Context: an optimization exercise on an open-source flow, tuned for small area. The choices shown serve that exercise and are no tape-out recipe. Function was checked by simulation only, so behaviour that the tests miss may differ from the original. Power figures rest on the tool's default switching activity, not on a simulated workload.

`flow/design.v`:
```
`timescale 1ns / 1ps
module dallanmaOngorucu(
input rst_g,
input clk_g,
input [31:0] i_buyruk_adresi,
input [31:0] i_buyruk,
input is_jr,
input is_branch,
input is_jalr,
input is_j,
input is_jal,
input is_comp,
output [31:0] o_atlanan_adres,
output o_buyruk_ongoru,
input guncelle_gecerli_g,
input [31:0] i_eski_buyruk,
input [31:0] i_eski_buyruk_adresi,
input i_buyruk_atladi,
input [31:0] i_atlanan_adres,
input i_ongoru_yanlis
    );
    reg [31:0] r_atlanan_adres;
    reg        r_buyruk_ongoru;
    assign o_atlanan_adres = r_atlanan_adres;
    assign o_buyruk_ongoru = r_buyruk_ongoru;
    reg [31:0] btb_t [0:31];    
    reg [1:0]  btb_c [0:31];    
    reg [7:0] bht;
    reg [2:0] bht_pointer;
    wire [4:0] r_idx = ((is_branch && guncelle_gecerli_g) ? {bht[4:1], i_buyruk_atladi} : bht[4:0])
                       ^ i_buyruk_adresi[6:2];
    wire [31:0] rd_t   = btb_t[r_idx];
    wire        rd_p   = btb_c[r_idx][1];
    wire upd_br  = (i_eski_buyruk[6:0] == 7'b1100011) && guncelle_gecerli_g;
    wire upd_j   = ((i_eski_buyruk[6:0] == 7'b1100111) || (is_comp && (i_eski_buyruk[15:12] == 4'b1001)))
                   && i_ongoru_yanlis;
    wire upd_c   = upd_br && i_ongoru_yanlis;
    wire [7:0] bht_sh = is_branch ? {bht[6:0], rd_p} : bht;
    wire [15:0] bht_ext = {8'd0, bht};
    wire [4:1] bht_rwd = {bht_ext[bht_pointer+4], bht_ext[bht_pointer+3], bht_ext[bht_pointer+2], bht_ext[bht_pointer+1]};
    wire [7:0] bht_next = upd_c ? {bht_sh[7:5], bht_rwd, i_buyruk_atladi} : bht_sh;
    wire [15:0] bht_next_ext = {8'd0, bht_next};
    wire [4:0] w_idx = {i_eski_buyruk_adresi[4], bht_next_ext[bht_pointer +: 4] ^ i_eski_buyruk_adresi[3:0]};
    wire [2:0] bht_pointer_next = upd_br ? ((bht_pointer != 3'd0) ? (is_branch ? bht_pointer : bht_pointer - 3'd1) : 3'd0)
                                         : (is_branch ? bht_pointer + 3'd1 : bht_pointer);
    wire [1:0] old_c = btb_c[w_idx];
    wire [1:0] new_c = i_buyruk_atladi ? ((old_c == 2'b11) ? 2'b11 : old_c + 2'b01)
                                       : ((old_c == 2'b00) ? 2'b00 : old_c - 2'b01);
    wire [31:0] w_t  = rst_g ? 32'd0 : (i_ongoru_yanlis ? i_atlanan_adres : i_eski_buyruk_adresi);
    wire [1:0]  w_c  = rst_g ? 2'b11 : new_c;
    wire        we_t = upd_br | upd_j;
    integer k;
    always @(posedge clk_g) begin
        for (k = 0; k < 32; k = k + 1) begin
            if (rst_g || (we_t && w_idx == k))
                btb_t[k] <= w_t;
            if (rst_g || (upd_c && w_idx == k))
                btb_c[k] <= w_c;
        end
    end
    wire [31:0] imm_jal = {{13{i_buyruk[31]}}, i_buyruk[19:12], i_buyruk[20], i_buyruk[30:21]};
    wire [31:0] imm_j   = {1'b0, {21{i_buyruk[11]}}, i_buyruk[4], i_buyruk[9:8], i_buyruk[10], i_buyruk[6], i_buyruk[7], i_buyruk[3:1], i_buyruk[5]};
    wire [31:0] jsum    = i_buyruk_adresi + (is_j ? imm_j : imm_jal);
    always @(posedge clk_g) begin
        if (rst_g) begin
            bht <= 8'd0;
            bht_pointer <= 3'd0;
            r_atlanan_adres <= 32'd0;
            r_buyruk_ongoru <= 1'b0;
        end else begin
            bht <= bht_next;
            bht_pointer <= bht_pointer_next;
            if (is_branch)
                r_buyruk_ongoru <= rd_p;
            if (is_j || is_jal)
                r_atlanan_adres <= jsum;
            else if (is_branch || is_jr || is_jalr)
                r_atlanan_adres <= rd_t;
        end
    end
endmodule
```
`flow/run.sh`:
```
#!/bin/bash
# synth_recipe.tcl (not shown) runs the flow's synth.tcl, then flattens the netlist and writes it again
# the make line also repeats each setting of config.mk as NAME=value (left out here)
make -C /OpenROAD-flow-scripts/flow DESIGN_CONFIG=/design/flow/config.mk WORK_HOME=/design/flow/orfs CLKGATE_MAP_FILE= SYNTH_SCRIPT=/design/flow/synth_recipe.tcl finish
```
`flow/config.mk`:
```
export PLATFORM = sky130hd
export DESIGN_NAME = dallanmaOngorucu
export DESIGN_NICKNAME = dallanmaOngorucu
export VERILOG_FILES = /design/flow/design.v
export SDC_FILE = /design/flow/constraint.sdc
export NUM_CORES = 4
export LEC_CHECK = 0
export CAP_MARGIN = 20
export CORE_MARGIN = 2
export CORE_UTILIZATION = 40
export SLEW_MARGIN = 20
```
`flow/constraint.sdc`:
```
create_clock -name core_clock -period 10.0 [get_ports {clk_g}]
set_input_delay 2.0000 -clock core_clock [delete_from_list [all_inputs] [get_ports {clk_g}]]
set_output_delay 2.0000 -clock core_clock [all_outputs]
set_load 0.01 [all_outputs]
```
==> summary.md, run 1 <==
| Metric | Value |
|---|---|
| Max Cap Violations | 0 |
| Number of iterations in the first detailed-routing pass | 8 |
| Via-per-instance ratio | about 6.4 |
| Setup Skew | between 0.06 and 0.07 ns |
| GRT Util Overall | a little over a quarter |
| Global-route wire length before repair | about 220 mm |
| Total of fill cells in the finished design | approximately 9600 |
| Antenna Nets Post-Route | 0 |
| Final #Nets | about 3200 |
| Transition time at the pin with the least slew margin | ~1.3 ns |
| Effective utilization at floorplan | roughly 40% |
| Placeable core area | ~110000 µm² |
| CTS tree | yes |
| FF/Latch Area | approximately 34000 µm² |
| Combinational Power Share | between 10% and 20% |
| Largest fanout on the critical path | 23 |
| H-Tree Depth | 3 |
| Ys async rst share | 0% |
| Clock period minus final worst setup slack | approximately 7.7 ns |
| Via count of the first global-routing pass | 28469 |
| Crit end category | flop |
| Synthesized flop and latch total | roughly 1100 |
| Net switching power figure | roughly 2900 µW |
| Number of DRC violations after detailed routing | 0 |
| Total die area | 115000 µm² |
| Fraction of layout instances using a drive strength above 1 | between 10% and 20% |
| Half-perimeter wire length after placement | ~85 mm |
| Worst-path clk slew | about 0.060 ns |
| Count of flip-flops with a built-in enable after synthesis | about 1100 |
| Placer's final routability congestion estimate | ~0.91 |
| Cell area reported after detailed placement | about 49000 µm² |
| Number of warning messages in the yosys log | 3 |
| Proportion of synthesized chip area in sequential cells | between 70% and 80% |
| Avg WL per Cell | between 30 and 40 µm |
| Part of the power in registers | a little over half |
| Final Max Tran Viols | 0 |
| Via count of the routed design | roughly 30000 |
| Gr ovfl total | 0 |
| Yosys cell types | roughly 80 |
| Initial antenna violation count | 6 |
| Required time of the critical path | 10.39 ns |
| Share of total power in the clock network | about 36% |
| RSZ-0062 raised after global routing | false |
| Clock sink count | 1132 |
| Final period util | between 70% and 80% |
| Clock latency on the worst-skew pair | between 0.7 and 0.8 ns |
| Post-CTS Resized | 0 |
| Critical Path Start Type | input port |
| Fraction of synthesized cell area taken by the top area cell type | 72.6% |
| Arrival time worst endpoint | approximately 8 ns |
| Total of endpoints with negative setup slack in the final report | 0 |
| Drt initial violations | around 4900 |
| Run status | timing/DRC/antenna clean |
| Total internal power | ~8300 µW |
| Cts hold-fix bufs | 0 |
| Maximum resistive drop on vdd | 0.170 mV |
| Maximum root-to-sink buffer count | 3 |
| Crit path kind | input port to flop |
| Combined area of all synthesized cells | 45000 µm² |
| Cts bufs inserted | 111 |
| CTS root buffer | sky130_fd_sc_hd__clkbuf_16 |
| Final hold violation count | 0 |
| Total setup buffers inserted after CTS | 0 |
| Headroom to the max-slew limit | between 15 and 20% |
| Post-Route Setup TNS | 0 ns |
| Switching share of power | 25.7% |
| Leakage power summed over all cells | around 0.018 µW |
| Die boundary height | 339 µm |
| Layout overhead on the synthesized area | 17.4% |
| Buffers on Ports | 181 |
| Min-Delay Path Class | flop to flop |
| Largest area contributor in the synthesized netlist | sky130_fd_sc_hd__edfxtp_1 |
| Power density relative to cell area | roughly 210 nW/µm² |
| Floorplan row count | about 120 |
| Count of placed standard cells including taps | about 4400 |
| Cell count after synthesis | 2801 |
| Final Non-Filler Cells | between 4000 and 5000 |
| Area occupied by multi-input gates | between 10000 and 15000 µm² |
| Top FF cell, synth | sky130_fd_sc_hd__edfxtp_1 |
| Mean post-synth cell area | roughly 16 µm² |
| I/O Pins | between 200 and 250 |
| Final wirelength | around 160 mm |
| Width of the die | 339 µm |
| Ranking of synthesized cells by area | sky130_fd_sc_hd__edfxtp_1 73%, sky130_fd_sc_hd__a221oi_1 3.1%, sky130_fd_sc_hd__a22o_1 3.1% |
| Pin count of the biggest net entering global routing | ~100 |
| Highest clock frequency the design can meet | 0.129 GHz |
| Layout Cell Area excl Fill | 52800 µm² |
==> synth_stat cells, drive strengths merged (44+ instances only) <==
cell / count
dfxtp: 44
a211oi: 50
a22o: 157
a22oi: 175
nor2: 147
nand4: 77
nand2: 71
clkbuf: 129
a21o: 72
mux2i: 64
a221oi: 160
edfxtp: 1088
a21oi: 91
nand3: 47
==> final timing paths <==
| check | start | to | slack, ns | depth (start not counted) |
|---|---|---|---|---|
| worst min-delay path | r_buyruk_ongoru$_SDFFE_PP0P_ | r_buyruk_ongoru$_SDFFE_PP0P_ | 0.52 | 2 |
| worst min register to register | r_buyruk_ongoru$_SDFFE_PP0P_ | r_buyruk_ongoru$_SDFFE_PP0P_ | 0.52 | 2 |
| worst max register to register | bht_pointer[0]$_SDFFE_PP0P_ | btb_t[23][20]$_DFFE_PP_ | 3.77 | 9 |
| worst max-delay path | is_branch | btb_t[18][8]$_DFFE_PP_ | 2.27 | 13 |
==> final cells by class <==
| type | instances | share of cell area, % |
|---|---|---|
| flip-flops and latches | 1132 | 63.5 |
| multi-input cells | 1472 | 21.2 |
| clock buffers | 138 | 5.49 |
| repair buffers | 277 | 4.95 |
| well taps | 1500 | 3.55 |
| clock inverters | 67 | 1.09 |
| inverters | 31 | 0.220 |
| diodes | 1 | 0.00474 |
==> worst max-delay path: stages <==
cell	delay [ns]
sky130_fd_sc_hd__clkdlybuf4s50_1	1.03
sky130_fd_sc_hd__nand2_1	0.26
sky130_fd_sc_hd__mux2i_4	0.28
sky130_fd_sc_hd__xnor2_2	0.56
sky130_fd_sc_hd__nand3_1	0.57
sky130_fd_sc_hd__o22ai_1	0.34
sky130_fd_sc_hd__nor2_1	0.14
sky130_fd_sc_hd__nand3_2	0.11
sky130_fd_sc_hd__nand4b_1	0.26
sky130_fd_sc_hd__and3_1	0.39
sky130_fd_sc_hd__nor2_1	0.62
sky130_fd_sc_hd__a41o_2	1.03
sky130_fd_sc_hd__buf_4	0.40
==> per-layer routing <==
metal	routed length, µm	vias up	GRT usage [%]
met3	20000	328	6.17
li1	-	12087	-
met1	60600	15126	36.9
met5	28	-	0
met2	71900	2185	42.3
met4	4990	4	7.77
==> cell families (layout without fill, tap and decap cells) <==
group	after synthesis	count (layout)	synth area share, %
simple gates	443	443	4.85
compound gates	868	868	14.9
fa+ha+maj	36	36	1.02
mux	86	86	2.13
xor+xnor	39	39	0.826
other cells	0	1	0
flops	1132	1132	74.5
buf+inv	197	513	1.74
==> cells in the final DEF, fill, tap and decap left out, types with 28 or more instances in the layout <==
| cell | instances |
|---|---|
| sky130_fd_sc_hd__a21o_1 | 45 |
| sky130_fd_sc_hd__o21ai_0 | 40 |
| sky130_fd_sc_hd__nand3_1 | 46 |
| sky130_fd_sc_hd__nor2_4 | 35 |
| sky130_fd_sc_hd__inv_1 | 29 |
| sky130_fd_sc_hd__a22oi_1 | 175 |
| sky130_fd_sc_hd__mux2i_1 | 62 |
| sky130_fd_sc_hd__dfxtp_1 | 44 |
| sky130_fd_sc_hd__clkdlybuf4s50_1 | 179 |
| sky130_fd_sc_hd__clkbuf_16 | 112 |
| sky130_fd_sc_hd__nand4_1 | 77 |
| sky130_fd_sc_hd__a211oi_1 | 50 |
| sky130_fd_sc_hd__nand2_1 | 71 |
| sky130_fd_sc_hd__a21oi_1 | 90 |
| sky130_fd_sc_hd__a221oi_1 | 159 |
| sky130_fd_sc_hd__clkinv_1 | 28 |
| sky130_fd_sc_hd__edfxtp_1 | 1088 |
| sky130_fd_sc_hd__a22o_1 | 157 |
| sky130_fd_sc_hd__nor2_1 | 99 |
| sky130_fd_sc_hd__ha_1 | 35 |
| sky130_fd_sc_hd__buf_4 | 88 |
==> power groups by stage <==
stage | Sequential [µW] | Combinational [µW] | Clock [µW]
global route | 5880 | 1350 | 4220
finish | 5850 | 1290 | 4030
global placement | 5930 | 1230 | 0
floorplan | 5900 | 637 | 0
detailed placement | 5950 | 1250 | 0
CTS | 5850 | 1250 | 4030
==> state kept, by name, indices dropped and copies added (netlist names) <==
name	count
btb_t	1024
btb_c	64
r_atlanan_adres	32
bht	8
bht_pointer	3
r_buyruk_ongoru	1
==> metrics by stage <==
step	utilization [%]	worst slack (ns)	total power, µW	hold slack (ns)
floorplan	-	3.82	6530	0.524
global placement	43.9	1.83	7160	0.493
detailed placement	44.0	1.70	7200	0.501
CTS	47.1	2.41	11100	0.516
global route	47.2	2.13	11500	0.546
finish	47.2	2.27	11200	0.521
==> run 2: changes to the inputs <==
--- a/flow/design.v
+++ b/flow/design.v
@@ -1,2 +1,27 @@
 `timescale 1ns / 1ps
+module ongoru_oku #(parameter W = 33, parameter N = 32) (
+    input  [N*W-1:0] d,
+    input  [N-1:0]   sel,
+    output reg [W-1:0] q
+);
+    integer k;
+    always @* begin
+        q = {W{1'b0}};
+        for (k = 0; k < N; k = k + 1)
+            q = q | ({W{sel[k]}} & d[k*W +: W]);
+    end
+endmodule
+module ongoru_yaz #(parameter W = 32, parameter N = 32) (
+    input  [N*W-1:0] q,
+    input  [W-1:0]   wd,
+    input  [N-1:0]   en,
+    input  [N-1:0]   hold,
+    output reg [N*W-1:0] d
+);
+    integer k;
+    always @* begin
+        for (k = 0; k < N; k = k + 1)
+            d[k*W +: W] = ({W{en[k]}} & wd) | ({W{hold[k]}} & q[k*W +: W]);
+    end
+endmodule
 module dallanmaOngorucu(
@@ -25,4 +50,4 @@
     assign o_buyruk_ongoru = r_buyruk_ongoru;
-    reg [31:0] btb_t [0:31];    
-    reg [1:0]  btb_c [0:31];    
+    reg [1023:0] btb_t;
+    reg [63:0]   btb_c;
     reg [7:0] bht;
@@ -31,4 +56,12 @@
                        ^ i_buyruk_adresi[6:2];
-    wire [31:0] rd_t   = btb_t[r_idx];
-    wire        rd_p   = btb_c[r_idx][1];
+    wire [31:0] r_sel = 32'd1 << r_idx;
+    wire [32*33-1:0] rd_words;
+    genvar g;
+    generate for (g = 0; g < 32; g = g + 1) begin : rw
+        assign rd_words[g*33 +: 33] = {btb_c[g*2+1], btb_t[g*32 +: 32]};
+    end endgenerate
+    wire [32:0] rd;
+    ongoru_oku #(.W(33), .N(32)) u_oku (.d(rd_words), .sel(r_sel), .q(rd));
+    wire [31:0] rd_t = rd[31:0];
+    wire        rd_p = rd[32];
     wire upd_br  = (i_eski_buyruk[6:0] == 7'b1100011) && guncelle_gecerli_g;
@@ -43,5 +76,7 @@
     wire [4:0] w_idx = {i_eski_buyruk_adresi[4], bht_next_ext[bht_pointer +: 4] ^ i_eski_buyruk_adresi[3:0]};
+    wire [31:0] w_sel = 32'd1 << w_idx;
     wire [2:0] bht_pointer_next = upd_br ? ((bht_pointer != 3'd0) ? (is_branch ? bht_pointer : bht_pointer - 3'd1) : 3'd0)
                                          : (is_branch ? bht_pointer + 3'd1 : bht_pointer);
-    wire [1:0] old_c = btb_c[w_idx];
+    wire [1:0] old_c;
+    ongoru_oku #(.W(2), .N(32)) u_oku_c (.d(btb_c), .sel(w_sel), .q(old_c));
     wire [1:0] new_c = i_buyruk_atladi ? ((old_c == 2'b11) ? 2'b11 : old_c + 2'b01)
@@ -50,11 +85,11 @@
     wire [1:0]  w_c  = rst_g ? 2'b11 : new_c;
-    wire        we_t = upd_br | upd_j;
-    integer k;
+    wire [31:0] en_t = {32{rst_g}} | ({32{upd_br | upd_j}} & w_sel);
+    wire [31:0] en_c = {32{rst_g}} | ({32{upd_c}} & w_sel);
+    wire [1023:0] btb_t_d;
+    wire [63:0]   btb_c_d;
+    ongoru_yaz #(.W(32), .N(32)) u_yaz_t (.q(btb_t), .wd(w_t), .en(en_t), .hold(~en_t), .d(btb_t_d));
+    ongoru_yaz #(.W(2),  .N(32)) u_yaz_c (.q(btb_c), .wd(w_c), .en(en_c), .hold(~en_c), .d(btb_c_d));
     always @(posedge clk_g) begin
-        for (k = 0; k < 32; k = k + 1) begin
-            if (rst_g || (we_t && w_idx == k))
-                btb_t[k] <= w_t;
-            if (rst_g || (upd_c && w_idx == k))
-                btb_c[k] <= w_c;
-        end
+        btb_t <= btb_t_d;
+        btb_c <= btb_c_d;
     end
==> flow/flow/run.sh (new file) <==
#!/bin/bash
# Own layout flow: the standard synthesis unchanged, then the standard
# ORFS steps with a few extra settings:
#  - remove the buffers abc inserted (repair_design re-buffers what needs it)
#  - port buffers use the smallest buffer cell
#  - CTS with clkbuf_8 leaf clusters of at most 16 sinks and no dummy loads
#  - downsize gates off the critical paths after global routing
set -euo pipefail
bash standard.sh synth > log_synth.txt 2>&1
bash standard.sh \
  REMOVE_ABC_BUFFERS=1 \
  RECOVER_POWER=100 \
  "BUFFER_PORTS_ARGS=-buffer_cell sky130_fd_sc_hd__buf_1" \
  "CTS_ARGS=-sink_clustering_enable -repair_clock_nets -dont_use_dummy_load -buf_list {sky130_fd_sc_hd__clkbuf_8} -sink_clustering_size 16 -sink_clustering_max_diameter 60" \
  finish > log_finish.txt 2>&1
==> flow/standard.sh (new file) <==
#!/bin/bash
# synth_recipe.tcl (not shown) runs the flow's synth.tcl, then flattens the netlist and writes it again
# the make line also repeats each setting of config.mk as NAME=value (left out here)
make -C /OpenROAD-flow-scripts/flow DESIGN_CONFIG=/design/flow/config.mk WORK_HOME=/design/flow/orfs CLKGATE_MAP_FILE= SYNTH_SCRIPT=/design/flow/synth_recipe.tcl "${@:-finish}"
--- a/flow/config.mk
+++ b/flow/config.mk
@@ -9,3 +9,4 @@
 export CORE_MARGIN = 2
-export CORE_UTILIZATION = 40
+export CORE_UTILIZATION = 60
 export SLEW_MARGIN = 20
+export SYNTH_HIERARCHICAL = 1
removed: flow/run.sh
==> run 2 against run 1 <==
Effect of this change: the layout now fails its checks (capacitance limit, slew limit); clock-buffer cell count down 49; largest cell class unchanged; routed wire length up 5.0%; non-clock buffer count up 38; hold slack worse by 0.043 ns; clock skew up 0.015 ns; sequential power down 9.1%; synthesized area up 4.8%; critical endpoint is now btb_t[410]$_DFF_P_; fmax down 16%; highest routed layer unchanged; global-route usage up 12 points; final area down 9.3%.
==> summary.md, run 2 <==
| Metric | Value |
|---|---|
| Antenna Nets Post-Route | 0 |
| Dominant cell by count in the synthesized netlist | sky130_fd_sc_hd__dfxtp_1 |
| Synthesized flop and latch total | 1132 |
| Headroom to the max-slew limit | -138% |
| Most flops, register | btb_t |
| Most frequent cells after synthesis | 1132 x sky130_fd_sc_hd__dfxtp_1, 1085 x sky130_fd_sc_hd__a22o_1, 560 x sky130_fd_sc_hd__a22oi_1 |
| Power density relative to cell area | slightly below 200 nW/µm² |
| Number of warning messages in the yosys log | 11 |
| Largest fanout on the critical path | 33 |
| Clock latency on the worst-skew pair | 0.76 ns |
| GRT Util Overall | slightly below 40% |
| Largest area contributor in the synthesized netlist | sky130_fd_sc_hd__dfxtp_1 |
| Global-route wire length before repair | ~240 mm |
| Worst slack on hold paths | about 0.48 ns |
| Via count of the first global-routing pass | ~39000 |
| Maximum resistive drop on vdd | approximately 0.13 mV |
| Required time of the critical path | ~11 ns |
| Drt initial violations | around 4700 |
| Final #Nets | roughly 4400 |
| I/O Pins | around 200 |
| Proportion of synthesized chip area in sequential cells | 48.0% |
| CTS root buffer | sky130_fd_sc_hd__clkbuf_8 |
| Fraction of layout instances using a drive strength above 1 | 8.57% |
| FF/Latch Area | around 23000 µm² |
| Cell count after synthesis | 4280 |
| Total of endpoints with negative setup slack in the final report | 0 |
| Via count of the routed design | roughly 39000 |
| Placer's final routability congestion estimate | slightly above 0.9 |
| Run status | failed layout checks |
| Crit path kind | input port to flop |
| Cts hold-fix bufs | 0 |
| Setup Skew | 0.0836 ns |
| Clock sink count | 1132 |
| Worst-path clk slew | about 0.09 ns |
| Transition time at the pin with the least slew margin | 3.58 ns |
| Post-Route Setup TNS | 0 ns |
| Final wirelength | approximately 170 mm |
| Buffers on Ports | 181 |
| Avg WL per Cell | ~32 µm |
| Set of violated layout checks | capacitance limit, slew limit |
| Post-CTS Resized | 0 |
| Ys async rst share | 0% |
| Final period util | between 90% and 100% |
| Total of fill cells in the finished design | 6359 |
| CTS tree | yes |
| Top FF cell, synth | sky130_fd_sc_hd__dfxtp_1 |
| Gr ovfl total | 0 |
| Number of iterations in the first detailed-routing pass | 6 |
| Highest clock frequency the design can meet | roughly 0.11 GHz |
| Flip-flop count of the largest register, all copies and words added | between 1000 and 1500 |
| Arrival time worst endpoint | roughly 10 ns |
| Worst path top cell family by delay | buffers and inverters |
| Final Max Tran Viols | approximately 940 |
| H-Tree Depth | 3 |
| RSZ-0062 raised after global routing | false |
| Largest registers | btb_t x1024, btb_c x64, r_atlanan_adres x32 |
| Floorplan row count | around 100 |
| Total setup buffers inserted after CTS | 0 |
| Critical Path Start Type | input port |
| Ranking of synthesized cells by area | sky130_fd_sc_hd__dfxtp_1 48%, sky130_fd_sc_hd__a22o_1 20%, sky130_fd_sc_hd__a22oi_1 8.9% |
| Max Cap Violations | 29 |
| Effective utilization at floorplan | between 60% and 70% |
| Utilization after layout | approximately three fifths |
| Combined area of all synthesized cells | ~47000 µm² |
| Clock period minus final worst setup slack | about 9 ns |
| Mean post-synth cell area | 11.0 µm² |
| Layout overhead on the synthesized area | 1.56% |
| Min-Delay Path Class | flop to flop |
| Initial antenna violation count | 9 |
| Yosys cell types | 73 |
| Maximum root-to-sink buffer count | 3 |
| Width of the die | between 200 and 300 µm |
| Cts bufs inserted | 89 |
| Total die area | 80900 µm² |
| Half-perimeter wire length after placement | 98.9 mm |
| Crit path max-delay cell type | sky130_fd_sc_hd__clkbuf_1 |
| Flop-to-flop setup slack | 2.11 ns |
| Final hold violation count | 0 |
| Chain of cells forming the critical path | buf_1 -> nand2_1 -> mux2i_1 -> xor2_1 -> nand2_1 -> nor2_4 -> buf_4 -> a22oi_1 -> nand4_1 -> or4_1 -> mux2i_1 -> o21ai_0 -> o22ai_1 -> o31ai_1 -> xor2_1 -> nor3_1 -> clkbuf_1 -> a21o_1 -> clkbuf_1 -> a22o_1 |
| Count of flip-flops with a built-in enable after synthesis | 0 |
| Commonest non-fill, non-tap cells in the layout | 1132 x sky130_fd_sc_hd__dfxtp_1, 1085 x sky130_fd_sc_hd__a22o_1, 560 x sky130_fd_sc_hd__a22oi_1 |
| Pin count of the biggest net entering global routing | 80 |
| Commonest non-fill, non-tap cell in the layout | sky130_fd_sc_hd__dfxtp_1 |
| Crit end category | flop |
| Max incr delay on CP | 1.56 ns |
| Fraction of synthesized cell area taken by the top area cell type | 48.0% |
| Placeable core area | around 78000 µm² |
| Area occupied by multi-input gates | ~21000 µm² |
| Via-per-instance ratio | between 7 and 8 |
| WP buf/inv | 4 |
| Die boundary height | roughly 280 µm |
| Number of DRC violations after detailed routing | 0 |
| Leakage power summed over all cells | between 0.015 and 0.02 µW |
run 2: changes by cell type after synthesis, moves of 131 or more:
cell / before / now
sky130_fd_sc_hd__a22oi_1: 175 / 560
sky130_fd_sc_hd__edfxtp_1: 1088 / 0
sky130_fd_sc_hd__buf_2: 9 / 140
sky130_fd_sc_hd__a221oi_1: 159 / 1
sky130_fd_sc_hd__dfxtp_1: 44 / 1132
sky130_fd_sc_hd__a22o_1: 157 / 1085
sky130_fd_sc_hd__buf_6: 3 / 258
run 2: report_power, final:
group          internal (µW)  leakage (µW)  switching [µW]
Clock                    796      0.000640            1440
Combinational            619       0.00857            1040
Sequential              4990       0.00942             324
run 2: area by class of cell:
cell class	count	share of cell area, %
sequential	1132	47.3
multi-input combinational	2603	43.7
inverter	27	0.211
tap	1040	2.72
clock buffer	89	2.56
antenna	4	0.0209
timing repair buffer	315	3.47
run 2: kinds of logic after synthesis:
logic type	Yosys count	share of synthesized area (%)
XOR/XNOR	35	0.650
buffers and inverters	545	8.95
multiplexers	91	2.04
flip-flops	1132	48.0
AO/OA/AOI/OAI	1959	33.6
AND/OR/NAND/NOR	481	5.70
adder cells (fa/ha/maj)	37	0.992
run 2: layer usage:
layer / up-vias / GRT usage (%) / part of all wire (%)
met1: 19416 / 52.6 / 40
li1: 16564 / - / -
met2: 2821 / 60.0 / 43
met3: 532 / 10.1 / 13
met5: - / 0 / 0.0079
met4: 2 / 15.9 / 4.3
run 2: per-stage QoR:
stage / setup WS [ns] / instances / power, µW / cell area [µm²]
after floorplan: 2.11 / 3762 / 6270 / 43100
after global placement: 1.26 / 5112 / 6930 / 46700
after detailed placement: 1.12 / 5115 / 7000 / 46800
after CTS: 1.81 / 5204 / 9160 / 48000
after global routing: 0.727 / 5207 / 9510 / 47900
final: 0.808 / 5210 / 9210 / 47900
run 2: path summary, 6_finish.rpt:
kind                                         start            endpoint  cells after the start
worst max register to register   bht[0]$_SDFF_PP0_  btb_t[410]$_DFF_P_                     18
worst min-delay path             btb_c[40]$_DFF_P_   btb_c[40]$_DFF_P_                      1
worst min register to register   btb_c[40]$_DFF_P_   btb_c[40]$_DFF_P_                      1
worst max-delay path            guncelle_gecerli_g  btb_t[410]$_DFF_P_                     20
run 2: worst reg2reg max path, cell delays in order, from the launching register on:
cell and delay, ns:
sky130_fd_sc_hd__dfxtp_1 0.33, sky130_fd_sc_hd__mux2i_1 0.33, sky130_fd_sc_hd__xor2_1 0.23, sky130_fd_sc_hd__nand2_1 0.40
sky130_fd_sc_hd__nor2_4 0.19, sky130_fd_sc_hd__buf_4 0.45, sky130_fd_sc_hd__a22oi_1 0.17, sky130_fd_sc_hd__nand4_1 0.21
sky130_fd_sc_hd__or4_1 0.23, sky130_fd_sc_hd__mux2i_1 0.10, sky130_fd_sc_hd__o21ai_0 0.26, sky130_fd_sc_hd__o22ai_1 0.13
sky130_fd_sc_hd__o31ai_1 0.72, sky130_fd_sc_hd__xor2_1 0.32, sky130_fd_sc_hd__nor3_1 1.15, sky130_fd_sc_hd__clkbuf_1 0.49
sky130_fd_sc_hd__a21o_1 0.19, sky130_fd_sc_hd__clkbuf_1 1.56, sky130_fd_sc_hd__a22o_1 0.38
==> run 3: changes to the inputs <==
--- a/flow/design.v
+++ b/flow/design.v
@@ -1,13 +1,41 @@
 `timescale 1ns / 1ps
-module ongoru_oku #(parameter W = 33, parameter N = 32) (
-    input  [N*W-1:0] d,
-    input  [N-1:0]   sel,
-    output reg [W-1:0] q
+module ongoru_aoi222 (
+    input a1, input a2, input b1, input b2, input c1, input c2,
+    output y
 );
-    integer k;
-    always @* begin
-        q = {W{1'b0}};
-        for (k = 0; k < N; k = k + 1)
-            q = q | ({W{sel[k]}} & d[k*W +: W]);
-    end
+    assign y = ~((a1 & a2) | (b1 & b2) | (c1 & c2));
+endmodule
+module ongoru_aoi22 (
+    input a1, input a2, input b1, input b2,
+    output y
+);
+    assign y = ~((a1 & a2) | (b1 & b2));
+endmodule
+module ongoru_oku_bit (
+    input  [31:0] d,
+    input  [31:0] sel,
+    output q
+);
+    wire [10:0] t;
+    genvar g;
+    generate for (g = 0; g < 10; g = g + 1) begin : a
+        ongoru_aoi222 u (.a1(d[3*g]), .a2(sel[3*g]), .b1(d[3*g+1]), .b2(sel[3*g+1]),
+                         .c1(d[3*g+2]), .c2(sel[3*g+2]), .y(t[g]));
+    end endgenerate
+    ongoru_aoi22 u_son (.a1(d[30]), .a2(sel[30]), .b1(d[31]), .b2(sel[31]), .y(t[10]));
+    assign q = ~&t;
+endmodule
+module ongoru_oku #(parameter W = 33) (
+    input  [32*W-1:0] d,
+    input  [31:0]     sel,
+    output [W-1:0]    q
+);
+    genvar b, k;
+    generate for (b = 0; b < W; b = b + 1) begin : bit_
+        wire [31:0] col;
+        for (k = 0; k < 32; k = k + 1) begin : c
+            assign col[k] = d[k*W + b];
+        end
+        ongoru_oku_bit u (.d(col), .sel(sel), .q(q[b]));
+    end endgenerate
 endmodule
@@ -63,3 +91,3 @@
     wire [32:0] rd;
-    ongoru_oku #(.W(33), .N(32)) u_oku (.d(rd_words), .sel(r_sel), .q(rd));
+    ongoru_oku #(.W(33)) u_oku (.d(rd_words), .sel(r_sel), .q(rd));
     wire [31:0] rd_t = rd[31:0];
@@ -80,12 +108,14 @@
     wire [1:0] old_c;
-    ongoru_oku #(.W(2), .N(32)) u_oku_c (.d(btb_c), .sel(w_sel), .q(old_c));
+    ongoru_oku #(.W(2)) u_oku_c (.d(btb_c), .sel(w_sel), .q(old_c));
     wire [1:0] new_c = i_buyruk_atladi ? ((old_c == 2'b11) ? 2'b11 : old_c + 2'b01)
                                        : ((old_c == 2'b00) ? 2'b00 : old_c - 2'b01);
-    wire [31:0] w_t  = rst_g ? 32'd0 : (i_ongoru_yanlis ? i_atlanan_adres : i_eski_buyruk_adresi);
-    wire [1:0]  w_c  = rst_g ? 2'b11 : new_c;
-    wire [31:0] en_t = {32{rst_g}} | ({32{upd_br | upd_j}} & w_sel);
-    wire [31:0] en_c = {32{rst_g}} | ({32{upd_c}} & w_sel);
+    wire [31:0] w_t    = i_ongoru_yanlis ? i_atlanan_adres : i_eski_buyruk_adresi;
+    wire [1:0]  w_c    = rst_g ? 2'b11 : new_c;
+    wire [31:0] wr_t   = {32{upd_br | upd_j}} & w_sel;
+    wire [31:0] en_t   = {32{~rst_g}} & wr_t;
+    wire [31:0] hold_t = {32{~rst_g}} & ~wr_t;
+    wire [31:0] en_c   = {32{rst_g}} | ({32{upd_c}} & w_sel);
     wire [1023:0] btb_t_d;
     wire [63:0]   btb_c_d;
-    ongoru_yaz #(.W(32), .N(32)) u_yaz_t (.q(btb_t), .wd(w_t), .en(en_t), .hold(~en_t), .d(btb_t_d));
+    ongoru_yaz #(.W(32), .N(32)) u_yaz_t (.q(btb_t), .wd(w_t), .en(en_t), .hold(hold_t), .d(btb_t_d));
     ongoru_yaz #(.W(2),  .N(32)) u_yaz_c (.q(btb_c), .wd(w_c), .en(en_c), .hold(~en_c), .d(btb_c_d));
--- a/flow/flow/run.sh
+++ b/flow/flow/run.sh
@@ -6,3 +6,2 @@
 #  - CTS with clkbuf_8 leaf clusters of at most 16 sinks and no dummy loads
-#  - downsize gates off the critical paths after global routing
 set -euo pipefail
@@ -11,3 +10,2 @@
   REMOVE_ABC_BUFFERS=1 \
-  RECOVER_POWER=100 \
   "BUFFER_PORTS_ARGS=-buffer_cell sky130_fd_sc_hd__buf_1" \
==> run 3 against run 2 <==
Effect of this change: the run now finishes clean; clock-buffer cell count rose by 1; sequential share of layout area increased by 0.60 points; register-to-register slack better by 0.53 ns; sequential power fell by 11%; global-route usage grew 0.60 points; worst setup slack gained 0.61 ns; clock power is essentially flat; critical endpoint is now btb_c[2]$_DFF_P_; largest cell class unchanged.
==> summary.md, run 3 <==
| Metric | Value |
|---|---|
| GRT Util Overall | about two fifths |
| Share of total power in the clock network | between 20 and 30% |
| Part of the power in registers | roughly three fifths |
| Fraction of synthesized cell area taken by the top area cell type | between 40% and 50% |
| Worst slack on hold paths | approximately 0.48 ns |
| Worst Setup Slack post-DPL | 1.01 ns |
| Final critical-path setup slack | around 1.4 ns |
| Run status | timing/DRC/antenna clean |
| Final period util | between 80% and 90% |
| Final #Nets | 4124 |
| Initial antenna violation count | 7 |
| Most frequent cells after synthesis | 1132 x sky130_fd_sc_hd__dfxtp_1, 1085 x sky130_fd_sc_hd__a22o_1, 350 x sky130_fd_sc_hd__a222oi_1 |
| Tot Pwr | ~8000 µW |
| Ys async rst share | 0% |
| Leakage power summed over all cells | 0.0175 µW |
| Startpoint of the most critical hold path | btb_t[227]$_DFF_P_ |
| Required time of the critical path | approximately 11 ns |
| Via-per-instance ratio | 7.72 |
| Placeable core area | around 76000 µm² |
| Largest fanout on the critical path | 33 |
| Placer's final routability congestion estimate | 0.919 |
| Total internal power | 5690 µW |
| Number of DRC violations after detailed routing | 0 |
| CTS tree | yes |
| Synth Area in Compound Gates | 33.3% |
| Clock latency on the worst-skew pair | slightly below 0.8 ns |
| Global-route wire length before repair | approximately 240 mm |
| Post-Route Setup TNS | 0 ns |
| Proportion of synthesized chip area in sequential cells | about 50% |
| Pin count of the biggest net entering global routing | 80 |
| Proportion of synthesized area in mux cells | under 10% |
| H-Tree Depth | 3 |
| Flip-flop count of the largest register, all copies and words added | just over 1000 |
| Layout overhead on the synthesized area | 3.92% |
| Critical Path Start Type | input port |
| Commonest non-fill, non-tap cells in the layout | 1132 x sky130_fd_sc_hd__dfxtp_1, 1085 x sky130_fd_sc_hd__a22o_1, 350 x sky130_fd_sc_hd__a222oi_1 |
| Clock period minus final worst setup slack | around 8.6 ns |
| Ranking of synthesized cells by area | sky130_fd_sc_hd__dfxtp_1 50%, sky130_fd_sc_hd__a22o_1 21%, sky130_fd_sc_hd__a222oi_1 7.7% |
| Cell count after synthesis | roughly 3900 |
| Combined area of all synthesized cells | around 46000 µm² |
| Combinational Power Share | about an eighth |
| Largest area contributor in the synthesized netlist | sky130_fd_sc_hd__dfxtp_1 |
| Antenna Nets Post-Route | 0 |
| Half-perimeter wire length after placement | approximately 95 mm |
| Count of flip-flops with a built-in enable after synthesis | 0 |
| Worst flop-to-flop path startpoint | bht[4]$_SDFF_PP0_ |
| Commonest non-fill, non-tap cell in the layout | sky130_fd_sc_hd__dfxtp_1 |
| Crit path kind | input port to flop |
| Total die area | between 70000 and 80000 µm² |
| Transition time at the pin with the least slew margin | around 1.2 ns |
| Width of the die | around 280 µm |
| Maximum root-to-sink buffer count | 3 |
| Min-Delay Path Class | flop to flop |
| Final wirelength | 162 mm |
| Cts bufs inserted | 90 |
| Number of warning messages in the yosys log | 9 |
| Clock sink count | 1132 |
| First element of the critical path | i_buyruk_adresi[5] |
| Net switching power figure | 2230 µW |
| Effective utilization at floorplan | about three fifths |
| Synthesized flop and latch total | around 1100 |
| Most flops, register | btb_t |
| Power density relative to cell area | between 150 and 200 nW/µm² |
| Post-synthesis share of cell area spent on xor and xnor gates | less than 1% |
| Max Cap Violations | 0 |
| Top FF cell, synth | sky130_fd_sc_hd__dfxtp_1 |
| Buffers on Ports | between 150 and 200 |
| Mean post-synth cell area | between 10 and 15 µm² |
| Final hold violation count | 0 |
| Floorplan row count | 101 |
| Fraction of layout instances using a drive strength above 1 | a little over a tenth |
| Avg WL per Cell | ~33 µm |
| Number of iterations in the first detailed-routing pass | 10 |
| Total of endpoints with negative setup slack in the final report | 0 |
| Switching share of power | between 20 and 30% |
| Max incr delay on CP | approximately 0.8 ns |
| Flop-to-flop setup slack | 2.64 ns |
| Gr ovfl total | 0 |
| Crit end category | flop |
| Chain of cells forming the critical path | buf_1 -> xnor2_1 -> nand2_1 -> or2_2 -> nor2_4 -> a222oi_1 -> nand4_1 -> or3_1 -> nand2_1 -> o21ai_0 -> mux2i_1 -> mux2_1 -> mux2i_1 -> mux2i_2 -> xnor2_2 -> or3_1 -> nor2_1 -> a222oi_1 -> nand4_1 -> or3_1 -> maj3_1 -> or2_2 -> a22o_1 |
| Cts hold-fix bufs | 0 |
| Total setup buffers inserted after CTS | 0 |
| Maximum resistive drop on vdd | approximately 0.14 mV |
| Post-CTS Resized | 0 |
| Crit path max-delay cell type | sky130_fd_sc_hd__nor2_4 |
| Largest family of logic cells by synthesized area | compound AO/OA/AOI/OAI gates |
| Via count of the routed design | 37842 |
| Arrival time worst endpoint | between 9 and 10 ns |
| RSZ-0062 raised after global routing | false |
| Dominant cell by count in the synthesized netlist | sky130_fd_sc_hd__dfxtp_1 |
| Simple-Gate Fraction of Synth Area | 5.61% |
| Via count of the first global-routing pass | around 38000 |
| Largest registers | btb_t x1024, btb_c x64, r_atlanan_adres x32 |
| Highest clock frequency the design can meet | 0.117 GHz |
| Worst-path clk slew | 0.06 ns |
| I/O Pins | between 200 and 250 |
| Yosys cell types | 77 |
| Headroom to the max-slew limit | between 15 and 20% |
| Setup Skew | 0.0956 ns |
| CTS root buffer | sky130_fd_sc_hd__clkbuf_8 |
| Worst path most repeated cell | sky130_fd_sc_hd__or3_1 |
| Drt initial violations | between 6000 and 7000 |
| Final Max Tran Viols | 0 |
| Synth Area in Adders | between 1 and 1.5% |
| Die boundary height | between 200 and 300 µm |
==> run 3: layout make-up <==
class | instances | area (µm²)
Inverter | 27 | 101
Multi-Input combinational cell | 2379 | 20300
Clock buffer | 90 | 1240
Fill cell | 6000 | 28200
Antenna cell | 6 | 15.0
Timing Repair Buffer | 287 | 1790
Sequential cell | 1132 | 22700
Tap cell | 978 | 1220
==> run 3: cell families after synthesis <==
group,Yosys count
AO/OA/AOI/OAI,1742
flip-flops,1132
AND/OR/NAND/NOR,464
buffers and inverters,392
multiplexers,101
adder cells (fa/ha/maj),37
XOR/XNOR,35
==> run 3: per-layer routing <==
metal | track usage (%) | up-vias | wire length (µm)
li1 | - | 15926 | -
met1 | 51.3 | 18843 | 63400
met2 | 59.1 | 2646 | 68400
met3 | 12.6 | 427 | 20800
met4 | 22.0 | 0 | 9500
met5 | 0 | - | 0
==> run 3: worst paths after layout <==
kind / to / depth (start not counted)
setup / recovery: btb_c[2]$_DFF_P_ / 23
hold reg to reg: btb_t[227]$_DFF_P_ / 1
hold / removal: btb_t[227]$_DFF_P_ / 1
setup reg to reg: btb_c[2]$_DFF_P_ / 22
==> run 3: modules after synthesis (local to each module, per instance), a selection <==
module | times used | cell area (µm²) | cells inside
dallanmaOngorucu | 1 | 28500 | 1996
ongoru_aoi22 | 35 | 12.5 | 1
ongoru_aoi222 | 350 | 10.0 | 1
ongoru_oku_bit | 35 | 23.8 | 4
==> run 3: power groups by stage <==
stage          Sequential, µW  Clock [µW]  Combinational, µW
2_1_floorplan            4770           0                518
3_3_place_gp             4810           0                884
3_5_place_dp             4810           0                917
4_1_cts                  4700        2250                920
5_1_grt                  4710        2410               1010
6_report                 4710        2240                972
==> run 3: through the flow <==
step / instances / util [%] / area [µm²]
CTS: 4882 / 62.2 / 47000
finish: 4899 / 62.6 / 47300
detailed placement: 4792 / 60.6 / 45800
global route: 4894 / 62.6 / 47300
floorplan: 3538 / - / 42400
global placement: 4787 / 60.4 / 45600
==> run 3: worst max-delay path: cells and delay by family <==
kind,cells,cell delay [ns]
mux,4,0.77
buf+inv,1,0.57
compound gates,4,1.00
simple gates,11,3.71
fa+ha+maj,1,0.33
xor+xnor,2,0.76
==> run 4: changes to the inputs <==
--- a/flow/design.v
+++ b/flow/design.v
@@ -1,2 +1,30 @@
 `timescale 1ns / 1ps
+module ongoru_nor2 (input a, input b, output y);
+    assign y = ~(a | b);
+endmodule
+module ongoru_coz (
+    input  [4:0]  idx,
+    input         en,
+    output [31:0] y
+);
+    wire [3:0] pa_n = ~(4'd1 << idx[1:0]);
+    wire [7:0] pb_n = ~({8{en}} & (8'd1 << idx[4:2]));
+    genvar k;
+    generate for (k = 0; k < 32; k = k + 1) begin : r
+        ongoru_nor2 u (.a(pa_n[k%4]), .b(pb_n[k/4]), .y(y[k]));
+    end endgenerate
+endmodule
+module ongoru_coz_h (
+    input  [4:0]  idx,
+    input         en,
+    input         all,
+    output [31:0] y
+);
+    wire [3:0] pa_n = ~((4'd1 << idx[1:0]) | {4{all}});
+    wire [7:0] pb_n = ~(({8{en}} & (8'd1 << idx[4:2])) | {8{all}});
+    genvar k;
+    generate for (k = 0; k < 32; k = k + 1) begin : r
+        ongoru_nor2 u (.a(pa_n[k%4]), .b(pb_n[k/4]), .y(y[k]));
+    end endgenerate
+endmodule
 module ongoru_aoi222 (
@@ -26,2 +54,68 @@
     assign q = ~&t;
+endmodule
+module ongoru_hedef_bit (
+    input  [31:0] d,
+    input  [31:0] sel,
+    input  j, input sj,
+    input  h, input sh,
+    output q
+);
+    wire [11:0] t;
+    genvar g;
+    generate for (g = 0; g < 10; g = g + 1) begin : a
+        ongoru_aoi222 u (.a1(d[3*g]), .a2(sel[3*g]), .b1(d[3*g+1]), .b2(sel[3*g+1]),
+                         .c1(d[3*g+2]), .c2(sel[3*g+2]), .y(t[g]));
+    end endgenerate
+    ongoru_aoi222 u_son (.a1(d[30]), .a2(sel[30]), .b1(d[31]), .b2(sel[31]), .c1(j), .c2(sj), .y(t[10]));
+    assign t[11] = ~(h & sh);
+    assign q = ~&t;
+endmodule
+module ongoru_hedef (
+    input  [1023:0] d,
+    input  [31:0]   sel,
+    input  [31:0]   j, input sj,
+    input  [31:0]   h, input sh,
+    output [31:0]   q
+);
+    genvar b, k;
+    generate for (b = 0; b < 32; b = b + 1) begin : bit_
+        wire [31:0] col;
+        for (k = 0; k < 32; k = k + 1) begin : c
+            assign col[k] = d[k*32 + b];
+        end
+        ongoru_hedef_bit u (.d(col), .sel(sel), .j(j[b]), .sj(sj), .h(h[b]), .sh(sh), .q(q[b]));
+    end endgenerate
+endmodule
+module ongoru_fa (input a, input b, input ci, output s, output co);
+    assign s  = a ^ b ^ ci;
+    assign co = (a & b) | (ci & (a ^ b));
+endmodule
+module ongoru_topla (input [31:0] a, input [31:0] b, output [31:0] s);
+    wire [10:0] c;
+    assign c[0] = 1'b0;
+    genvar i;
+    generate for (i = 0; i < 10; i = i + 1) begin : lo
+        ongoru_fa u (.a(a[i]), .b(b[i]), .ci(c[i]), .s(s[i]), .co(c[i+1]));
+    end endgenerate
+    wire [9:0] c0, c1;
+    wire [8:0] s0, s1;
+    assign c0[0] = 1'b0;
+    assign c1[0] = 1'b1;
+    generate for (i = 0; i < 9; i = i + 1) begin : mid
+        ongoru_fa u0 (.a(a[10+i]), .b(b[10+i]), .ci(c0[i]), .s(s0[i]), .co(c0[i+1]));
+        ongoru_fa u1 (.a(a[10+i]), .b(b[10+i]), .ci(c1[i]), .s(s1[i]), .co(c1[i+1]));
+    end endgenerate
+    assign s[18:10] = c[10] ? s1 : s0;
+    wire c19 = c[10] ? c1[9] : c0[9];
+    wire x = b[19];
+    wire [12:0] p1, p0;
+    assign p1[0] = 1'b1;
+    assign p0[0] = 1'b1;
+    generate for (i = 0; i < 12; i = i + 1) begin : hi
+        assign p1[i+1] = p1[i] & a[19+i];
+        assign p0[i+1] = p0[i] & ~a[19+i];
+        assign s[19+i] = a[19+i] ^ ((c19 & ~x & p1[i]) | (~c19 & x & p0[i]));
+    end endgenerate
+    wire c31 = x ? (c19 | ~p0[12]) : (c19 & p1[12]);
+    assign s[31] = a[31] ^ b[31] ^ c31;
 endmodule
@@ -84,12 +178,10 @@
                        ^ i_buyruk_adresi[6:2];
-    wire [31:0] r_sel = 32'd1 << r_idx;
-    wire [32*33-1:0] rd_words;
-    genvar g;
-    generate for (g = 0; g < 32; g = g + 1) begin : rw
-        assign rd_words[g*33 +: 33] = {btb_c[g*2+1], btb_t[g*32 +: 32]};
-    end endgenerate
-    wire [32:0] rd;
-    ongoru_oku #(.W(33)) u_oku (.d(rd_words), .sel(r_sel), .q(rd));
-    wire [31:0] rd_t = rd[31:0];
-    wire        rd_p = rd[32];
+    wire [31:0] p_sel;
+    ongoru_coz u_coz_p (.idx(r_idx), .en(is_branch), .y(p_sel));
+    wire rd_p;
+    ongoru_oku #(.W(1)) u_oku_p (.d({btb_c[63], btb_c[61], btb_c[59], btb_c[57], btb_c[55], btb_c[53], btb_c[51], btb_c[49],
+                                      btb_c[47], btb_c[45], btb_c[43], btb_c[41], btb_c[39], btb_c[37], btb_c[35], btb_c[33],
+                                      btb_c[31], btb_c[29], btb_c[27], btb_c[25], btb_c[23], btb_c[21], btb_c[19], btb_c[17],
+                                      btb_c[15], btb_c[13], btb_c[11], btb_c[9],  btb_c[7],  btb_c[5],  btb_c[3],  btb_c[1]}),
+                                 .sel(p_sel), .q(rd_p));
     wire upd_br  = (i_eski_buyruk[6:0] == 7'b1100011) && guncelle_gecerli_g;
@@ -104,7 +196,8 @@
     wire [4:0] w_idx = {i_eski_buyruk_adresi[4], bht_next_ext[bht_pointer +: 4] ^ i_eski_buyruk_adresi[3:0]};
-    wire [31:0] w_sel = 32'd1 << w_idx;
     wire [2:0] bht_pointer_next = upd_br ? ((bht_pointer != 3'd0) ? (is_branch ? bht_pointer : bht_pointer - 3'd1) : 3'd0)
                                          : (is_branch ? bht_pointer + 3'd1 : bht_pointer);
+    wire [31:0] en_c;
+    ongoru_coz_h u_coz_c (.idx(w_idx), .en(upd_c), .all(rst_g), .y(en_c));
     wire [1:0] old_c;
-    ongoru_oku #(.W(2)) u_oku_c (.d(btb_c), .sel(w_sel), .q(old_c));
+    ongoru_oku #(.W(2)) u_oku_c (.d(btb_c), .sel(en_c), .q(old_c));
     wire [1:0] new_c = i_buyruk_atladi ? ((old_c == 2'b11) ? 2'b11 : old_c + 2'b01)
@@ -113,6 +206,5 @@
     wire [1:0]  w_c    = rst_g ? 2'b11 : new_c;
-    wire [31:0] wr_t   = {32{upd_br | upd_j}} & w_sel;
-    wire [31:0] en_t   = {32{~rst_g}} & wr_t;
-    wire [31:0] hold_t = {32{~rst_g}} & ~wr_t;
-    wire [31:0] en_c   = {32{rst_g}} | ({32{upd_c}} & w_sel);
+    wire [31:0] en_t;
+    ongoru_coz u_coz_t (.idx(w_idx), .en((upd_br | upd_j) & ~rst_g), .y(en_t));
+    wire [31:0] hold_t = ~(en_t | {32{rst_g}});
     wire [1023:0] btb_t_d;
@@ -127,4 +219,14 @@
     wire [31:0] imm_j   = {1'b0, {21{i_buyruk[11]}}, i_buyruk[4], i_buyruk[9:8], i_buyruk[10], i_buyruk[6], i_buyruk[7], i_buyruk[3:1], i_buyruk[5]};
-    wire [31:0] jsum    = i_buyruk_adresi + (is_j ? imm_j : imm_jal);
+    wire [31:0] jsum;
+    ongoru_topla u_topla (.a(i_buyruk_adresi), .b(is_j ? imm_j : imm_jal), .s(jsum));
+    wire s_jump = (is_j || is_jal) && !rst_g;
+    wire s_tab  = (is_branch || is_jr || is_jalr) && !(is_j || is_jal) && !rst_g;
+    wire s_hold = !(is_branch || is_jr || is_jalr || is_j || is_jal) && !rst_g;
+    wire [31:0] t_sel;
+    ongoru_coz u_coz_h (.idx(r_idx), .en(s_tab), .y(t_sel));
+    wire [31:0] r_atlanan_adres_d;
+    ongoru_hedef u_hedef (.d(btb_t), .sel(t_sel), .j(jsum), .sj(s_jump), .h(r_atlanan_adres), .sh(s_hold),
+                          .q(r_atlanan_adres_d));
     always @(posedge clk_g) begin
+        r_atlanan_adres <= r_atlanan_adres_d;
         if (rst_g) begin
@@ -132,3 +234,2 @@
             bht_pointer <= 3'd0;
-            r_atlanan_adres <= 32'd0;
             r_buyruk_ongoru <= 1'b0;
@@ -139,6 +240,2 @@
                 r_buyruk_ongoru <= rd_p;
-            if (is_j || is_jal)
-                r_atlanan_adres <= jsum;
-            else if (is_branch || is_jr || is_jalr)
-                r_atlanan_adres <= rd_t;
         end
==> run 4 against run 3 <==
Effect of this change: still clean; cell count shrank 5.2%; clock skew is 0.015 ns higher; first-iteration DRC count shrank 1.8%; critical path type unchanged; critical endpoint is now r_atlanan_adres[24]$_DFF_P_; highest routed layer is now met5.
==> summary.md, run 4 <==
| Metric | Value |
|---|---|
| Final Max Tran Viols | 0 |
| Post-Route Setup TNS | 0 ns |
| Run status | timing/DRC/antenna clean |
| Fraction of layout instances using a drive strength above 1 | between 10% and 20% |
| Worst reg2reg path endpoint | btb_c[56]$_DFF_P_ |
| Maximum root-to-sink buffer count | 3 |
| Net switching power figure | slightly above 2000 µW |
| Buffers on Ports | between 150 and 200 |
| Largest area contributor in the synthesized netlist | sky130_fd_sc_hd__dfxtp_1 |
| Share of total power in the clock network | roughly 29% |
| Maximum resistive drop on vdd | about 0.14 mV |
| Largest registers | btb_t x1024, btb_c x64, r_atlanan_adres x32 |
| Global-route wire length before repair | ~230 mm |
| I/O Pins | 204 |
| Post-synthesis share of cell area spent on xor and xnor gates | 0.479% |
| Switching share of power | between 20% and 30% |
| Number of DRC violations after detailed routing | 0 |
| Cts hold-fix bufs | 0 |
| Flip-flop count of the largest register, all copies and words added | slightly above 1000 |
| Transition time at the pin with the least slew margin | around 1.2 ns |
| Width of the die | 274 µm |
| Most frequent cells after synthesis | 1132 x sky130_fd_sc_hd__dfxtp_1, 1086 x sky130_fd_sc_hd__a22o_1, 382 x sky130_fd_sc_hd__a222oi_1 |
| Via count of the first global-routing pass | ~35000 |
| Crit end category | flop |
| GRT Util Overall | roughly 40% |
| Commonest non-fill, non-tap cell in the layout | sky130_fd_sc_hd__dfxtp_1 |
| Dominant cell by count in the synthesized netlist | sky130_fd_sc_hd__dfxtp_1 |
| Clock sink count | approximately 1100 |
| Combinational Power Share | roughly 9.8% |
| CTS tree | yes |
| Avg WL per Cell | 33.3 µm |
| Synth Area in Adders | ~1.4% |
| Gr ovfl total | 0 |
| Total setup buffers inserted after CTS | 0 |
| Mean post-synth cell area | ~12 µm² |
| Drt initial violations | 6230 |
| WL met3 | about 18 mm |
| Number of iterations in the first detailed-routing pass | 12 |
| Ys async rst share | 0% |
| Routed length on met2 | just under 70 mm |
| Min-Delay Path Class | flop to flop |
| H-Tree Depth | 3 |
| Worst hold path endpoint | btb_c[16]$_DFF_P_ |
| RSZ-0062 raised after global routing | false |
| Largest fanout on the critical path | 10 |
| Proportion of synthesized chip area in sequential cells | about 52% |
| Power density relative to cell area | 168 nW/µm² |
| Headroom to the max-slew limit | between 20 and 25% |
| Worst-path clk slew | 0.10 ns |
| Max Cap Violations | 0 |
| Number of cells on the worst reg-to-reg path | 21 |
| Cts bufs inserted | 84 |
| Placer's final routability congestion estimate | 0.888 |
| Leakage power summed over all cells | ~0.017 µW |
| Total die area | roughly 75000 µm² |
| Placeable core area | 72700 µm² |
| Yosys cell types | between 70 and 80 |
| Crit path kind | input port to flop |
| Total internal power | roughly 5600 µW |
| CTS root buffer | sky130_fd_sc_hd__clkbuf_8 |
| Ranking of synthesized cells by area | sky130_fd_sc_hd__dfxtp_1 52%, sky130_fd_sc_hd__a22o_1 22%, sky130_fd_sc_hd__a222oi_1 8.7% |
| Final period util | 91.0% |
| Most flops, register | btb_t |
| Cell area reported after detailed placement | between 40000 and 50000 µm² |
| Clock latency on the worst-skew pair | approximately 0.74 ns |
| Layout overhead on the synthesized area | 3.07% |
| Number of warning messages in the yosys log | 9 |
| Floorplan row count | roughly 100 |
| Die boundary height | 274 µm |
| Part of the power in registers | around three fifths |
| Largest family of logic cells by synthesized area | compound AO/OA/AOI/OAI gates |
| Via-per-instance ratio | approximately 7.8 |
| Setup Skew | about 0.11 ns |
| Layout Cell Area excl Fill | between 40000 and 50000 µm² |
| Combined area of all synthesized cells | ~44000 µm² |
| Count of flip-flops with a built-in enable after synthesis | 0 |
| Metal-1 WL | around 60 mm |
| Clock period minus final worst setup slack | between 9 and 10 ns |
| Top layer reached by signal wires | met5 |
| Critical Path Start Type | input port |
| Fraction of synthesized cell area taken by the top area cell type | roughly half |
| Initial antenna violation count | 9 |
| Half-perimeter wire length after placement | 92.5 mm |
| WHS Path Cells | 1 |
| Arrival time worst endpoint | 9.71 ns |
| Commonest non-fill, non-tap cells in the layout | 1132 x sky130_fd_sc_hd__dfxtp_1, 1086 x sky130_fd_sc_hd__a22o_1, 382 x sky130_fd_sc_hd__a222oi_1 |
| Proportion of synthesized area in mux cells | 1.94% |
| Synth Area in Compound Gates | about a third |
| Required time of the critical path | roughly 11 ns |
| Total of endpoints with negative setup slack in the final report | 0 |
| Final #Nets | ~3900 |
| Worst flop-to-flop path startpoint | bht[1]$_SDFF_PP0_ |
| Final wirelength | 155 mm |
| Post-CTS Resized | 0 |
| Startpoint of the most critical hold path | btb_c[16]$_DFF_P_ |
| Highest clock frequency the design can meet | about 0.11 GHz |
| Flop-to-flop setup slack | roughly 2.9 ns |
| Tot Pwr | between 7000 and 8000 µW |
| Final hold violation count | 0 |
| Top FF cell, synth | sky130_fd_sc_hd__dfxtp_1 |
| Via count of the routed design | about 36000 |
| Utilization after layout | slightly above 60% |
| Antenna Nets Post-Route | 0 |
| Synthesized flop and latch total | 1132 |
| Effective utilization at floorplan | 60.3% |
| Simple-Gate Fraction of Synth Area | roughly 4.7% |
| Pin count of the biggest net entering global routing | 36 |
| Cell count after synthesis | 3628 |
## run 4: cell count changes in the layout (fill, tap and decap cells not counted), moves of 33 or more
cell | previous run | this run
sky130_fd_sc_hd__or3_1 | 47 | 5
sky130_fd_sc_hd__a22oi_2 | 36 | 3
sky130_fd_sc_hd__a21o_1 | 45 | 3
sky130_fd_sc_hd__a21oi_1 | 65 | 17
## run 4: per-module statistics from Yosys (local to each module, per instance), excerpt
module	cell area, µm²	times used
ongoru_topla	554	1
ongoru_coz	98.8	3
ongoru_oku_bit	23.8	3
ongoru_fa	20.0	28
ongoru_aoi22	12.5	3
ongoru_aoi222	10.0	382
## run 4: worst max path at each step
stage / from / slack [ns] / end
after floorplan: is_j / 1.40 / r_atlanan_adres[28]$_DFF_P_
after global placement: is_j / 0.40 / r_atlanan_adres[29]$_DFF_P_
after detailed placement: is_j / 0.31 / r_atlanan_adres[29]$_DFF_P_
after CTS: is_j / 1.06 / r_atlanan_adres[29]$_DFF_P_
after global routing: is_j / 0.72 / r_atlanan_adres[24]$_DFF_P_
final: is_j / 0.90 / r_atlanan_adres[24]$_DFF_P_
## run 4: cell families after synthesis
kind of cell	after synthesis
compound gates	1585
flops	1132
simple gates	399
buf+inv	374
mux	78
fa+ha+maj	34
xor+xnor	24
other cells	2
## run 4: worst max-delay path: stages
cell and delay (ns):
sky130_fd_sc_hd__buf_1 0.10, sky130_fd_sc_hd__mux2_2 0.36, sky130_fd_sc_hd__fa_1 0.42, sky130_fd_sc_hd__fa_1 0.40, sky130_fd_sc_hd__fa_1 0.39, sky130_fd_sc_hd__fa_1 0.38
sky130_fd_sc_hd__fa_1 0.40, sky130_fd_sc_hd__fa_1 0.40, sky130_fd_sc_hd__fa_1 0.42, sky130_fd_sc_hd__fa_1 0.40, sky130_fd_sc_hd__fa_1 0.43, sky130_fd_sc_hd__fa_1 0.59
sky130_fd_sc_hd__mux2i_1 0.39, sky130_fd_sc_hd__ha_1 0.28, sky130_fd_sc_hd__or4b_4 0.51, sky130_fd_sc_hd__or3_2 0.42, sky130_fd_sc_hd__o21ai_0 0.11, sky130_fd_sc_hd__xor2_1 0.11
sky130_fd_sc_hd__a222oi_1 0.51, sky130_fd_sc_hd__nand3_1 0.31, sky130_fd_sc_hd__a2111o_1 0.36
## run 4: power groups by stage
stage | Sequential [µW] | Clock (µW) | Combinational, µW
3_5_place_dp | 4760 | 0 | 719
3_3_place_gp | 4750 | 0 | 695
5_1_grt | 4660 | 2340 | 774
4_1_cts | 4650 | 2180 | 721
2_1_floorplan | 4740 | 0 | 380
6_report | 4660 | 2190 | 745
## run 4: area by class of cell
cell class / count / area (µm²)
Clock buffer: 84 / 1160
Timing Repair Buffer: 289 / 1510
Tap cell: 959 / 1200
Inverter: 52 / 200
Fill cell: 5715 / 27500
Antenna cell: 6 / 15.0
Multi-Input combinational cell: 2123 / 18500
Sequential cell: 1132 / 22700
## run 4: metal layers
metal  GRT usage, %  up-vias
met5              0        -
met4           20.2        4
met3           9.89      458
met2           60.5     2585
met1           52.3    18154
li1               -    14999
## run 4: per-stage QoR
stage | hold slack [ns] | cells | setup slack, ns
after floorplan | 0.439 | 3307 | 1.40
after global placement | 0.452 | 4554 | 0.404
after detailed placement | 0.453 | 4554 | 0.308
after CTS | 0.479 | 4638 | 1.06
after global routing | 0.492 | 4644 | 0.722
final | 0.479 | 4645 | 0.902
==> run 5: changes to the inputs <==
--- a/flow/config.mk
+++ b/flow/config.mk
@@ -9,3 +9,3 @@
 export CORE_MARGIN = 2
-export CORE_UTILIZATION = 60
+export CORE_UTILIZATION = 70
 export SLEW_MARGIN = 20
==> run 5 against run 4 <==
Effect of this change: register-to-register slack worse by 0.17 ns; sequential cell count unchanged; synthesized cell count stayed put; sequential power barely moved; highest routed layer unchanged; synthesized area unchanged; still clean on timing, DRC and antenna; non-clock buffer count increased by 2; die area is 14% lower; combinational power about the same; critical path type unchanged; core utilization increased by 11 points.
==> summary.md, run 5 <==
| Metric | Value |
|---|---|
| Most flops, register | btb_t |
| Ys async rst share | 0% |
| Min-Delay Path Class | flop to flop |
| Power density relative to cell area | approximately 170 nW/µm² |
| Width of the die | approximately 250 µm |
| Synthesized flop and latch total | 1132 |
| Total die area | roughly 65000 µm² |
| Via-per-instance ratio | approximately 8.1 |
| Leakage power summed over all cells | around 0.017 µW |
| Top FF cell, synth | sky130_fd_sc_hd__dfxtp_1 |
| Flip-flop count of the largest register, all copies and words added | between 1000 and 1500 |
| Placer's final routability congestion estimate | roughly 0.96 |
| Drt initial violations | between 6000 and 7000 |
| Total setup buffers inserted after CTS | 0 |
| Dominant cell by count in the synthesized netlist | sky130_fd_sc_hd__dfxtp_1 |
| Max Cap Violations | 0 |
| Largest fanout on the critical path | 10 |
| Via count of the routed design | between 30000 and 40000 |
| Final critical-path setup slack | 0.908 ns |
| Worst hold path endpoint | btb_t[199]$_DFF_P_ |
| Final period util | around nine tenths |
| Ranking of synthesized cells by area | sky130_fd_sc_hd__dfxtp_1 52%, sky130_fd_sc_hd__a22o_1 22%, sky130_fd_sc_hd__a222oi_1 8.7% |
| Number of cells on the worst reg-to-reg path | 24 |
| Number of iterations in the first detailed-routing pass | 13 |
| Final #Nets | 3886 |
| Run status | timing/DRC/antenna clean |
| Maximum root-to-sink buffer count | 3 |
| Worst slack on hold paths | approximately 0.48 ns |
| Initial antenna violation count | 10 |
| Final wirelength | 150 mm |
| Count of flip-flops with a built-in enable after synthesis | 0 |
| GRT Util Overall | 45.2% |
| Critical Path Start Type | input port |
| Startpoint of the most critical hold path | btb_t[199]$_DFF_P_ |
| Antenna Nets Post-Route | 0 |
| Via count of the first global-routing pass | ~36000 |
| Avg WL per Cell | ~33 µm |
| Commonest non-fill, non-tap cell in the layout | sky130_fd_sc_hd__dfxtp_1 |
| Gr ovfl total | 0 |
| H-Tree Depth | 3 |
| Cts bufs inserted | just over 80 |
| Combined area of all synthesized cells | ~44000 µm² |
| CTS tree | yes |
| Final Max Tran Viols | 0 |
| Yosys cell types | 76 |
| Pin count of the biggest net entering global routing | 34 |
| Mean post-synth cell area | around 12 µm² |
| Crit path kind | input port to flop |
| Number of DRC violations after detailed routing | 0 |
| RSZ-0062 raised after global routing | false |
| WHS Path Cells | 1 |
| Largest registers | btb_t x1024, btb_c x64, r_atlanan_adres x32 |
| Clock latency on the worst-skew pair | 0.75 ns |
| Layout overhead on the synthesized area | 2.63% |
| Crit path max-delay cell type | sky130_fd_sc_hd__fa_1 |
| Clock sink count | between 1000 and 1500 |
| Number of warning messages in the yosys log | 9 |
| Crit end category | flop |
| Fraction of synthesized cell area taken by the top area cell type | about half |
| CTS root buffer | sky130_fd_sc_hd__clkbuf_8 |
| Max incr delay on CP | 0.58 ns |
| Post-CTS Resized | 0 |
| Half-perimeter wire length after placement | around 90 mm |
| Worst Setup Slack post-DPL | about 0.34 ns |
| Chain of cells forming the critical path | buf_1 -> mux2_2 -> fa_1 -> fa_1 -> fa_1 -> fa_1 -> fa_1 -> fa_1 -> fa_1 -> fa_1 -> fa_1 -> fa_1 -> mux2i_1 -> ha_1 -> or4b_4 -> or2_4 -> a2bb2oi_1 -> xnor2_1 -> a222oi_1 -> nand3_1 -> a2111o_1 |
| Required time of the critical path | roughly 11 ns |
| Flop-to-flop setup slack | 2.74 ns |
| Final hold violation count | 0 |
| Largest area contributor in the synthesized netlist | sky130_fd_sc_hd__dfxtp_1 |
| Transition time at the pin with the least slew margin | between 1 and 1.5 ns |
| Buffers on Ports | about 180 |
## run 5: cell counts after synthesis
Identical to the previous run, type by type.
## run 5: routing by layer
metal  vias up  part of all wire [%]  GRT usage, %
li1      14999                     -             -
met1     17753                    36          57.4
met2      3137                    43          67.6
met3       658                    14          12.5
met4         4                   7.3          30.0
met5         -                 0.021             0
## run 5: worst max-delay path by stage
stage          startpoint                     endpoint  slack, ns
2_1_floorplan        is_j  r_atlanan_adres[28]$_DFF_P_       1.40
3_3_place_gp         is_j  r_atlanan_adres[28]$_DFF_P_       0.54
3_5_place_dp         is_j  r_atlanan_adres[29]$_DFF_P_       0.34
4_1_cts              is_j  r_atlanan_adres[29]$_DFF_P_       1.10
5_1_grt              is_j  r_atlanan_adres[29]$_DFF_P_       0.80
6_report             is_j  r_atlanan_adres[29]$_DFF_P_       0.91
## run 5: final cells by class
class                           instances  area [µm²]
Timing Repair Buffer                  291        1510
Antenna cell                            9        22.5
Clock buffer                           81        1110
Fill cell                            4410       16800
Inverter                               52         200
Tap cell                              837        1050
Multi-Input combinational cell       2123       18500
Sequential cell                      1132       22700
## run 5: modules after synthesis (local to each module, per instance), a selection
module / cell area [µm²] / flops+latches
dallanmaOngorucu: 24700 / 1132
ongoru_topla: 554 / 0
ongoru_coz_h: 106 / 0
ongoru_coz: 98.8 / 0
ongoru_hedef_bit: 28.8 / 0
ongoru_oku_bit: 23.8 / 0
ongoru_fa: 20.0 / 0
ongoru_aoi22: 12.5 / 0
ongoru_aoi222: 10.0 / 0
## run 5: per-stage QoR
| stage | total power, µW | util (%) | instance area (µm²) | std cells |
|---|---|---|---|---|
| detailed placement | 5460 | 71.0 | 43900 | 4435 |
| global route | 7690 | 72.8 | 45000 | 4525 |
| floorplan | 5120 | - | 41000 | 3307 |
| finish | 7520 | 72.8 | 45000 | 4525 |
| global placement | 5430 | 71.0 | 43900 | 4435 |
| CTS | 7470 | 72.8 | 45000 | 4516 |
## run 5: power by group
part	leakage [µW]	switching, µW	internal [µW]
logic	0.00697	532	211
clock network	0.000582	1400	729
registers	0.00915	64.8	4580
total	0.0167	1990	5520
## run 5: logic make-up after synthesis
family          count (synthesis)  share of synthesized area, %
buf+inv                       374                          7.06
fa+ha+maj                      34                          1.45
simple gates                  399                          4.75
compound gates               1585                          32.6
other cells                     2                        0.0171
xor+xnor                       24                         0.479
flops                        1132                          51.7
mux                            78                          1.94
## run 5: worst max-delay path: cells and delay by family
kind                     cells  cell delay [ns]
buffers and inverters        1             0.10
adder cells (fa/ha/maj)     11             4.56
AO/OA/AOI/OAI                3             0.91
multiplexers                 2             0.93
XOR/XNOR                     1             0.15
AND/OR/NAND/NOR              3             1.06

[afterwards: timing with drivers on the ports]
The results above use ideal ports. As a check the final layouts listed here were re-extracted and re-timed, cells and wires unchanged.
Step 1 sets driving cells, clkbuf_16 on the clock port and buf_2 on the other inputs (assumed; they add their load-dependent delay and slew).
Step 2, shift: input delay + t, output delay - t, t = (earliest + latest rising clock arrival at the registers) / 2. This alone moves slack from input paths to output paths.
Three values: ideal ports, drivers, drivers and shift; two values: the first two.
| run | t, ns | setup slack, ns |
|---|---|---|
| run 1 | 0.762 | 2.268 / 2.322 / 1.559 |
| run 2 | 0.789 | 0.808 / 0.860 / 0.071 |
| run 3 | 0.794 | 1.420 / 1.450 / 0.656 |
| run 4 | 0.758 | 0.902 / 0.941 / 0.182 |
| run 5 | 0.775 | 0.908 / 0.950 / 0.175 |
